What follows belongs to an exercise in optimizing a design on an open flow for small area and few clock cycles; a production flow would make more cautious choices. Where RTL was checked, it was by simulation tests only, not by an equivalence proof against the original.

==> inputs of garnet <==
==> flow/design.v (excerpt) <==
module ALU(
    clk,
    rst_n,
    valid,
    ready,
    mode,
    in_A,
    in_B,
    out
);
clock: 10.0 ns
lec_check: 0
cap_margin: 20
core_margin: 2
core_utilization: 40
slew_margin: 20
synth_hierarchical: 1
synth_minimum_keep_size: 0
standard.sh (not shown) runs the stock make flow with config.mk's settings and CLKGATE_MAP_FILE= SYNTH_SCRIPT=/design/flow/synth_recipe.tcl, a recipe that flattens the netlist after the stock synthesis.
==> flow/flow/run.sh <==
#!/bin/bash
# The standard layout (standard.sh), with one change: the buffers that
# buffer_ports puts on every input and output port are the smallest buffer
# cell instead of the default choice. ORFS's global_place.tcl passes
# BUFFER_PORTS_ARGS to buffer_ports.
set -euo pipefail
export BUFFER_PORTS_ARGS="-buffer_cell sky130_fd_sc_hd__buf_1"
bash standard.sh > standard_run.log 2>&1
==> inputs of juniper, as changes to garnet <==
--- a/flow/design.v
+++ b/flow/design.v
@@ -14,47 +14,45 @@
     output        ready;
     input  [31:0] in_A, in_B;
     output [63:0] out;
     localparam K  = 8;               
     localparam CW = 4;               
     localparam NSTEP = 4;
     localparam W = 40;               
-    localparam IDLE  = 3'd0;
-    localparam MUL   = 3'd1;
-    localparam DSRCH = 3'd2;         
-    localparam DSTEP = 3'd3;         
-    localparam LAND  = 3'd4;         
-    localparam LAVG  = 3'd5;         
-    reg  [2:0]  state;
+    localparam IDLE  = 2'd0;
+    localparam MUL   = 2'd1;
+    localparam DSRCH = 2'd2;         
+    localparam DSTEP = 2'd3;         
+    reg  [1:0]  state;
     reg  [4:0]  cnt;
     reg         ready_;
     reg  [31:0] X;
     reg  [31:0] H;
     reg  [31:0] L;
-    reg  [31:0] X_nx, H_nx, L_nx;
     assign ready = ready_;
-    assign out   = {H_nx, L_nx};
+    assign out   = {H, L};
     wire idle   = (state == IDLE);
     wire start  = idle && valid && !ready_;
-    wire op_mul = (state == MUL);
-    wire op_div = (state == DSRCH) || (state == DSTEP);
-    wire srch   = idle ? (mode == 2'd1) : (state == DSRCH);
+    wire op_mul = idle ? (mode == 2'd0) : (state == MUL);
+    wire op_div = idle ? (mode == 2'd1) : state[1];
+    wire srch   = idle ? 1'b1 : (state == DSRCH);
     wire [31:0] Xi = idle ? in_B : X;
-    wire [31:0] Hi = idle ? in_A : H;
-    wire [K-1:0] m = op_mul ? L[K-1:0] : {{(K-1){1'b0}}, 1'b1};
-    wire [31:0] nHi = ~H;
+    wire [31:0] Hi = idle ? (in_A & {32{mode[0]}}) : H;
+    wire [31:0] Li = idle ? (in_A & {32{mode == 2'd0}}) : L;
+    wire [K-1:0] m = op_mul ? Li[K-1:0] : {{(K-1){1'b0}}, 1'b1};
+    wire [31:0] nHi = ~Hi;
     wire        ncin = ~op_div;
-    wire [31:0] npp0 = ~((X & {32{m[0]}}) ^ {32{op_div}});
-    wire [31:0] npp1 = ~(X & {32{m[1]}});
-    wire [31:0] npp2 = ~(X & {32{m[2]}});
-    wire [31:0] npp3 = ~(X & {32{m[3]}});
-    wire [31:0] npp4 = ~(X & {32{m[4]}});
-    wire [31:0] npp5 = ~(X & {32{m[5]}});
-    wire [31:0] npp6 = ~(X & {32{m[6]}});
-    wire [31:0] npp7 = ~(X & {32{m[7]}});
+    wire [31:0] npp0 = ~((Xi & {32{m[0]}}) ^ {32{op_div}});
+    wire [31:0] npp1 = ~(Xi & {32{m[1]}});
+    wire [31:0] npp2 = ~(Xi & {32{m[2]}});
+    wire [31:0] npp3 = ~(Xi & {32{m[3]}});
+    wire [31:0] npp4 = ~(Xi & {32{m[4]}});
+    wire [31:0] npp5 = ~(Xi & {32{m[5]}});
+    wire [31:0] npp6 = ~(Xi & {32{m[6]}});
+    wire [31:0] npp7 = ~(Xi & {32{m[7]}});
     wire fs0, fc0, fs1, fc1, fs2, fc2, fs3, fc3, fs4, fc4, fs5, fc5, fs6, fc6, fs7, fc7, fs8, fc8, fs9, fc9, fs10, fc10, fs11, fc11, fs12, fc12, fs13, fc13, fs14, fc14, fs15, fc15, fs16, fc16, fs17, fc17, fs18, fc18, fs19, fc19, fs20, fc20, fs21, fc21, fs22, fc22, fs23, fc23, fs24, fc24, fs25, fc25, fs26, fc26, fs27, fc27, fs28, fc28, fs29, fc29, fs30, fc30, fs31, fc31, fs32, fc32, fs33, fc33, fs34, fc34, fs35, fc35, fs36, fc36, fs37, fc37, fs38, fc38, fs39, fc39, fs40, fc40, fs41, fc41, fs42, fc42, fs43, fc43, fs44, fc44, fs45, fc45, fs46, fc46, fs47, fc47, fs48, fc48, fs49, fc49, fs50, fc50, fs51, fc51, fs52, fc52, fs53, fc53, fs54, fc54, fs55, fc55, fs56, fc56, fs57, fc57, fs58, fc58, fs59, fc59, fs60, fc60, fs61, fc61, fs62, fc62, fs63, fc63, fs64, fc64, fs65, fc65, fs66, fc66, fs67, fc67, fs68, fc68, fs69, fc69, fs70, fc70, fs71, fc71, fs72, fc72, fs73, fc73, fs74, fc74, fs75, fc75, fs76, fc76, fs77, fc77, fs78, fc78, fs79, fc79, fs80, fc80, fs81, fc81, fs82, fc82, fs83, fc83, fs84, fc84, fs85, fc85, fs86, fc86, fs87, fc87, fs88, fc88, fs89, fc89, fs90, fc90, fs91, fc91, fs92, fc92, fs93, fc93, fs94, fc94, fs95, fc95, fs96, fc96, fs97, fc97, fs98, fc98, fs99, fc99, fs100, fc100, fs101, fc101, fs102, fc102, fs103, fc103, fs104, fc104, fs105, fc105, fs106, fc106, fs107, fc107, fs108, fc108, fs109, fc109, fs110, fc110, fs111, fc111, fs112, fc112, fs113, fc113, fs114, fc114, fs115, fc115, fs116, fc116, fs117, fc117, fs118, fc118, fs119, fc119, fs120, fc120, fs121, fc121, fs122, fc122, fs123, fc123, fs124, fc124, fs125, fc125, fs126, fc126, fs127, fc127, fs128, fc128, fs129, fc129, fs130, fc130, fs131, fc131, fs132, fc132, fs133, fc133, fs134, fc134, fs135, fc135, fs136, fc136, fs137, fc137, fs138, fc138, fs139, fc139, fs140, fc140, fs141, fc141, fs142, fc142, fs143, fc143, fs144, fc144, fs145, fc145, fs146, fc146, fs147, fc147, fs148, fc148, fs149, fc149, fs150, fc150, fs151, fc151, fs152, fc152, fs153, fc153, fs154, fc154, fs155, fc155, fs156, fc156, fs157, fc157, fs158, fc158, fs159, fc159, fs160, fc160, fs161, fc161, fs162, fc162, fs163, fc163, fs164, fc164, fs165, fc165, fs166, fc166, fs167, fc167, fs168, fc168, fs169, fc169, fs170, fc170, fs171, fc171, fs172, fc172, fs173, fc173, fs174, fc174, fs175, fc175, fs176, fc176, fs177, fc177, fs178, fc178, fs179, fc179, fs180, fc180, fs181, fc181, fs182, fc182, fs183, fc183, fs184, fc184, fs185, fc185, fs186, fc186, fs187, fc187, fs188, fc188, fs189, fc189, fs190, fc190, fs191, fc191, fs192, fc192, fs193, fc193, fs194, fc194, fs195, fc195, fs196, fc196, fs197, fc197, fs198, fc198, fs199, fc199, fs200, fc200, fs201, fc201, fs202, fc202, fs203, fc203, fs204, fc204, fs205, fc205, fs206, fc206, fs207, fc207, fs208, fc208, fs209, fc209, fs210, fc210;
     wire hs0, hc0, hs1, hc1, hs2, hc2, hs3, hc3, hs4, hc4, hs5, hc5, hs6, hc6;
     assign hs0 = ~(nHi[5] ^ npp0[5]);
     assign hc0 = nHi[5] | npp0[5];
     ALU_fa u_fa0 (.a(nHi[6]), .b(npp0[6]), .c(npp1[5]), .s(fs0), .co(fc0));
     assign hs1 = ~(npp2[4] ^ npp3[3]);
     assign hc1 = npp2[4] | npp3[3];
@@ -297,96 +295,79 @@
                 P[i] = P[i] & P[i-d];
             end
     end
     wire [W-1:0] S = ~(na ^ nb ^ {G[W-2:0], 1'b1});
     wire c1 = S[32];                                    
     wire c2 = srch && !Xi[31] && (cnt != 5'd31) &&
               (Hi[31:32-CW] >= Xi[30:31-CW]);
-    always @(*) begin
-        if (idle) begin
-            X_nx = c2 ? in_B << 1 : in_B;
-            H_nx = in_A & {32{mode != 2'd0}};
-            L_nx = in_A & {32{mode == 2'd0}};
-        end else if (op_mul) begin
-            X_nx = X;
-            H_nx = S[31+K:K];
-            L_nx = {S[K-1:0], L[31:K]};
+    always @(posedge clk) begin
+        if (op_mul) begin
+            X <= Xi;
+            H <= S[31+K:K];
+            L <= {S[K-1:0], Li[31:K]};
         end else if (op_div) begin
             if (c2) begin
-                X_nx = X << 1;
-                H_nx = H;
+                X <= Xi << 1;
+                H <= Hi;
             end else begin
-                X_nx = X >> 1;
-                H_nx = c1 ? S[31:0] : H;
+                X <= Xi >> 1;
+                H <= c1 ? S[31:0] : Hi;
             end
-            L_nx = {L[30:0], c1 & !c2};
+            L <= {Li[30:0], c1 & !c2};
         end else begin  
-            X_nx = X;
-            H_nx = 32'd0;
-            L_nx = (state == LAVG) ? S[32:1] : (H & X);
+            H <= 32'd0;
+            L <= mode[0] ? S[32:1] : (in_A & in_B);
         end
     end
-    always @(posedge clk) begin
-        X <= X_nx;
-        H <= H_nx;
-        L <= L_nx;
-    end
     always @(posedge clk or negedge rst_n) begin
         if (!rst_n) begin
             state  <= IDLE;
             cnt    <= 5'd0;
             ready_ <= 1'b0;
         end else begin
             ready_ <= 1'b0;
             case (state)
                 IDLE: begin
                     if (start) begin
                         case (mode)
-                            2'd0: state <= MUL;
+                            2'd0: begin
+                                cnt   <= 5'd1;
+                                state <= MUL;
+                            end
                             2'd1: begin
                                 if (c2) begin
                                     cnt   <= 5'd1;
                                     state <= DSRCH;
-                                end else begin
-                                    state  <= DSTEP;
-                                    ready_ <= 1'b1;
-                                end
-                            end
-                            2'd2: begin
-                                state  <= LAND;
-                                ready_ <= 1'b1;
-                            end
-                            2'd3: begin
-                                state  <= LAVG;
-                                ready_ <= 1'b1;
+                                end else
+                                    ready_ <= 1'b1;    
                             end
+                            default: ready_ <= 1'b1;
                         endcase
                     end
                 end
                 MUL: begin
                     cnt <= cnt + 5'd1;
-                    if (cnt == NSTEP - 2) ready_ <= 1'b1;
-                    if (ready_) begin
-                        cnt   <= 5'd0;
-                        state <= IDLE;
+                    if (cnt == NSTEP - 1) begin
+                        cnt    <= 5'd0;
+                        state  <= IDLE;
+                        ready_ <= 1'b1;
                     end
                 end
-                DSRCH, DSTEP: begin
+                default: begin  
                     if (c2) cnt <= cnt + 5'd1;
                     else begin
                         cnt   <= cnt - 5'd1;
                         state <= DSTEP;
-                        if (cnt == 5'd1) ready_ <= 1'b1;
                         if (cnt == 5'd0) begin
-                            cnt   <= 5'd0;
-                            state <= IDLE;
+                            cnt    <= 5'd0;
+                            state  <= IDLE;
+                            ready_ <= 1'b1;
                         end
                     end
                 end
-                default: state <= IDLE;
             endcase
         end
     end
 endmodule
 module ALU_fa(a, b, c, s, co);
     input  a, b, c;
     output s, co;
==> inputs of raven, as changes to garnet <==
--- a/flow/design.v
+++ b/flow/design.v
@@ -31,30 +31,32 @@
     reg  [31:0] H;
     reg  [31:0] L;
     reg  [31:0] X_nx, H_nx, L_nx;
     assign ready = ready_;
     assign out   = {H_nx, L_nx};
     wire idle   = (state == IDLE);
     wire start  = idle && valid && !ready_;
-    wire op_mul = (state == MUL);
+    wire op_mul = idle || (state == MUL);
     wire op_div = (state == DSRCH) || (state == DSTEP);
     wire srch   = idle ? (mode == 2'd1) : (state == DSRCH);
     wire [31:0] Xi = idle ? in_B : X;
-    wire [31:0] Hi = idle ? in_A : H;
-    wire [K-1:0] m = op_mul ? L[K-1:0] : {{(K-1){1'b0}}, 1'b1};
-    wire [31:0] nHi = ~H;
+    wire [31:0] Hi = idle ? in_A : H;            
+    wire [31:0] Ha = idle ? 32'd0 : H;           
+    wire [31:0] Li = idle ? in_A : L;
+    wire [K-1:0] m = op_mul ? Li[K-1:0] : {{(K-1){1'b0}}, 1'b1};
+    wire [31:0] nHi = ~Ha;
     wire        ncin = ~op_div;
-    wire [31:0] npp0 = ~((X & {32{m[0]}}) ^ {32{op_div}});
-    wire [31:0] npp1 = ~(X & {32{m[1]}});
-    wire [31:0] npp2 = ~(X & {32{m[2]}});
-    wire [31:0] npp3 = ~(X & {32{m[3]}});
-    wire [31:0] npp4 = ~(X & {32{m[4]}});
-    wire [31:0] npp5 = ~(X & {32{m[5]}});
-    wire [31:0] npp6 = ~(X & {32{m[6]}});
-    wire [31:0] npp7 = ~(X & {32{m[7]}});
+    wire [31:0] npp0 = ~((Xi & {32{m[0]}}) ^ {32{op_div}});
+    wire [31:0] npp1 = ~(Xi & {32{m[1]}});
+    wire [31:0] npp2 = ~(Xi & {32{m[2]}});
+    wire [31:0] npp3 = ~(Xi & {32{m[3]}});
+    wire [31:0] npp4 = ~(Xi & {32{m[4]}});
+    wire [31:0] npp5 = ~(Xi & {32{m[5]}});
+    wire [31:0] npp6 = ~(Xi & {32{m[6]}});
+    wire [31:0] npp7 = ~(Xi & {32{m[7]}});
     wire fs0, fc0, fs1, fc1, fs2, fc2, fs3, fc3, fs4, fc4, fs5, fc5, fs6, fc6, fs7, fc7, fs8, fc8, fs9, fc9, fs10, fc10, fs11, fc11, fs12, fc12, fs13, fc13, fs14, fc14, fs15, fc15, fs16, fc16, fs17, fc17, fs18, fc18, fs19, fc19, fs20, fc20, fs21, fc21, fs22, fc22, fs23, fc23, fs24, fc24, fs25, fc25, fs26, fc26, fs27, fc27, fs28, fc28, fs29, fc29, fs30, fc30, fs31, fc31, fs32, fc32, fs33, fc33, fs34, fc34, fs35, fc35, fs36, fc36, fs37, fc37, fs38, fc38, fs39, fc39, fs40, fc40, fs41, fc41, fs42, fc42, fs43, fc43, fs44, fc44, fs45, fc45, fs46, fc46, fs47, fc47, fs48, fc48, fs49, fc49, fs50, fc50, fs51, fc51, fs52, fc52, fs53, fc53, fs54, fc54, fs55, fc55, fs56, fc56, fs57, fc57, fs58, fc58, fs59, fc59, fs60, fc60, fs61, fc61, fs62, fc62, fs63, fc63, fs64, fc64, fs65, fc65, fs66, fc66, fs67, fc67, fs68, fc68, fs69, fc69, fs70, fc70, fs71, fc71, fs72, fc72, fs73, fc73, fs74, fc74, fs75, fc75, fs76, fc76, fs77, fc77, fs78, fc78, fs79, fc79, fs80, fc80, fs81, fc81, fs82, fc82, fs83, fc83, fs84, fc84, fs85, fc85, fs86, fc86, fs87, fc87, fs88, fc88, fs89, fc89, fs90, fc90, fs91, fc91, fs92, fc92, fs93, fc93, fs94, fc94, fs95, fc95, fs96, fc96, fs97, fc97, fs98, fc98, fs99, fc99, fs100, fc100, fs101, fc101, fs102, fc102, fs103, fc103, fs104, fc104, fs105, fc105, fs106, fc106, fs107, fc107, fs108, fc108, fs109, fc109, fs110, fc110, fs111, fc111, fs112, fc112, fs113, fc113, fs114, fc114, fs115, fc115, fs116, fc116, fs117, fc117, fs118, fc118, fs119, fc119, fs120, fc120, fs121, fc121, fs122, fc122, fs123, fc123, fs124, fc124, fs125, fc125, fs126, fc126, fs127, fc127, fs128, fc128, fs129, fc129, fs130, fc130, fs131, fc131, fs132, fc132, fs133, fc133, fs134, fc134, fs135, fc135, fs136, fc136, fs137, fc137, fs138, fc138, fs139, fc139, fs140, fc140, fs141, fc141, fs142, fc142, fs143, fc143, fs144, fc144, fs145, fc145, fs146, fc146, fs147, fc147, fs148, fc148, fs149, fc149, fs150, fc150, fs151, fc151, fs152, fc152, fs153, fc153, fs154, fc154, fs155, fc155, fs156, fc156, fs157, fc157, fs158, fc158, fs159, fc159, fs160, fc160, fs161, fc161, fs162, fc162, fs163, fc163, fs164, fc164, fs165, fc165, fs166, fc166, fs167, fc167, fs168, fc168, fs169, fc169, fs170, fc170, fs171, fc171, fs172, fc172, fs173, fc173, fs174, fc174, fs175, fc175, fs176, fc176, fs177, fc177, fs178, fc178, fs179, fc179, fs180, fc180, fs181, fc181, fs182, fc182, fs183, fc183, fs184, fc184, fs185, fc185, fs186, fc186, fs187, fc187, fs188, fc188, fs189, fc189, fs190, fc190, fs191, fc191, fs192, fc192, fs193, fc193, fs194, fc194, fs195, fc195, fs196, fc196, fs197, fc197, fs198, fc198, fs199, fc199, fs200, fc200, fs201, fc201, fs202, fc202, fs203, fc203, fs204, fc204, fs205, fc205, fs206, fc206, fs207, fc207, fs208, fc208, fs209, fc209, fs210, fc210;
     wire hs0, hc0, hs1, hc1, hs2, hc2, hs3, hc3, hs4, hc4, hs5, hc5, hs6, hc6;
     assign hs0 = ~(nHi[5] ^ npp0[5]);
     assign hc0 = nHi[5] | npp0[5];
     ALU_fa u_fa0 (.a(nHi[6]), .b(npp0[6]), .c(npp1[5]), .s(fs0), .co(fc0));
     assign hs1 = ~(npp2[4] ^ npp3[3]);
     assign hc1 = npp2[4] | npp3[3];
@@ -297,36 +299,33 @@
                 P[i] = P[i] & P[i-d];
             end
     end
     wire [W-1:0] S = ~(na ^ nb ^ {G[W-2:0], 1'b1});
     wire c1 = S[32];                                    
     wire c2 = srch && !Xi[31] && (cnt != 5'd31) &&
               (Hi[31:32-CW] >= Xi[30:31-CW]);
+    wire load = idle && !c2;
     always @(*) begin
-        if (idle) begin
-            X_nx = c2 ? in_B << 1 : in_B;
-            H_nx = in_A & {32{mode != 2'd0}};
-            L_nx = in_A & {32{mode == 2'd0}};
-        end else if (op_mul) begin
-            X_nx = X;
+        if (idle ? (mode == 2'd0) : op_mul) begin
+            X_nx = Xi;
             H_nx = S[31+K:K];
-            L_nx = {S[K-1:0], L[31:K]};
-        end else if (op_div) begin
-            if (c2) begin
-                X_nx = X << 1;
-                H_nx = H;
+            L_nx = {S[K-1:0], Li[31:K]};
+        end else if (op_div || idle) begin
+            if (c2 || load) begin
+                X_nx = c2 ? Xi << 1 : Xi;
+                H_nx = Hi;
             end else begin
-                X_nx = X >> 1;
-                H_nx = c1 ? S[31:0] : H;
+                X_nx = Xi >> 1;
+                H_nx = c1 ? S[31:0] : Hi;
             end
-            L_nx = {L[30:0], c1 & !c2};
+            L_nx = {Li[30:0] & {31{!idle}}, c1 & !c2 & !load};
         end else begin  
-            X_nx = X;
+            X_nx = Xi;
             H_nx = 32'd0;
-            L_nx = (state == LAVG) ? S[32:1] : (H & X);
+            L_nx = (state == LAVG) ? S[32:1] : (Hi & Xi);
         end
     end
     always @(posedge clk) begin
         X <= X_nx;
         H <= H_nx;
         L <= L_nx;
     end
@@ -337,15 +336,19 @@
             ready_ <= 1'b0;
         end else begin
             ready_ <= 1'b0;
             case (state)
                 IDLE: begin
                     if (start) begin
                         case (mode)
-                            2'd0: state <= MUL;
+                            2'd0: begin
+                                cnt    <= 5'd1;
+                                state  <= MUL;
+                                ready_ <= (NSTEP == 2);
+                            end
                             2'd1: begin
                                 if (c2) begin
                                     cnt   <= 5'd1;
                                     state <= DSRCH;
                                 end else begin
                                     state  <= DSTEP;
                                     ready_ <= 1'b1;
==> comparison table <==
|  | juniper | raven | garnet |
|---|---|---|---|
| Outcome | timing/DRC/antenna clean | failed layout checks | timing/DRC/antenna clean |
| Layout check failures | - | negative setup slack | - |
| Worst Max-Slew Pin Slew | 1.13 ns | 0.896 ns | 1.06 ns |
| WP depth | 22 | 26 | 20 |
| Synthesized-area fraction occupied by and/or/nand/nor cells | 0.185 | 0.197 | 0.140 |
| Number of cells after detailed placement | 2045 | 2211 | 1907 |
| Critical path data required time | 10.27 ns | 8.00 ns | 8.00 ns |
| Multi-input gates | 1258 | 1334 | 1108 |
| Post-detail-place hpwl | 38300 µm | 39800 µm | 35900 µm |
| Total global-route track usage | 0.277 | 0.297 | 0.271 |
| Fraction of the mapped netlist area in adder cells | 0.385 | 0.394 | 0.388 |
| Minimum clock period after layout | 8.95 ns | 10.13 ns | 9.67 ns |
| Count of distinct cell types in the synthesized netlist | 55 | 59 | 62 |
| Logic inverters | 65 | 89 | 77 |
| Proportion of synthesized area in mux cells | 0.0352 | 0.00940 | 0.0682 |
| Final Instance Area | 15000 µm² | 16200 µm² | 14800 µm² |
| Detailed router's first-iteration violation count | 1279 | 1290 | 1165 |
| Setup WS pre-CTS | 0.786 ns | -0.507 ns | 0.391 ns |
| Slack of the worst reg-to-reg path | 1.59 ns | 2.59 ns | 2.78 ns |
| Die outline area | 35700 µm² | 35100 µm² | 35600 µm² |
| Util after Layout | 0.448 | 0.487 | 0.440 |
| Clock sink count | 104 | 105 | 105 |
| Final cell count without fillers | 2061 | 2251 | 1926 |
| Area taken by multi-input logic gates | 10700 µm² | 11100 µm² | 10400 µm² |
Testbench counts of garnet, summed over its fixed seeds: cycles 5,537.
Testbench counts of juniper, summed over its fixed seeds: cycles 5,710.
No functional check of the RTL was part of raven.

afterwards: timing with drivers on the ports:
In the flow no input, the clock included, has a driving cell. The finished layouts below were timed again as built, in two steps.
Step 1, drivers: a clkbuf_16 drives clk and a buf_2 each remaining input, both assumed.
Step 2, shift: input delay + t, output delay - t, t = (earliest + latest rising clock arrival at the registers) / 2. This alone moves slack from input paths to output paths.
Three values: ideal ports, drivers, drivers and shift; two values: the first two.
| run | t (ns) | slack for setup (ns) | hold slack, ns | worst register clock-pin slew, ns |
|---|---|---|---|---|
| garnet | 0.432 | 0.332 / 0.284 / 0.716 | 0.571 / 0.571 / 0.571 | 0.09 / 0.09 |
| juniper | 0.412 | 1.053 / 1.073 / 0.661 | 0.516 / 0.516 / 0.516 | 0.08 / 0.08 |
| raven | 0.423 | -0.127 / -0.167 / -0.167 | 0.522 / 0.522 / 0.522 | 0.09 / 0.09 |
For juniper, which loses most, drivers alone change the setup slack by +0.020 ns; drivers and shift together by -0.392 ns.
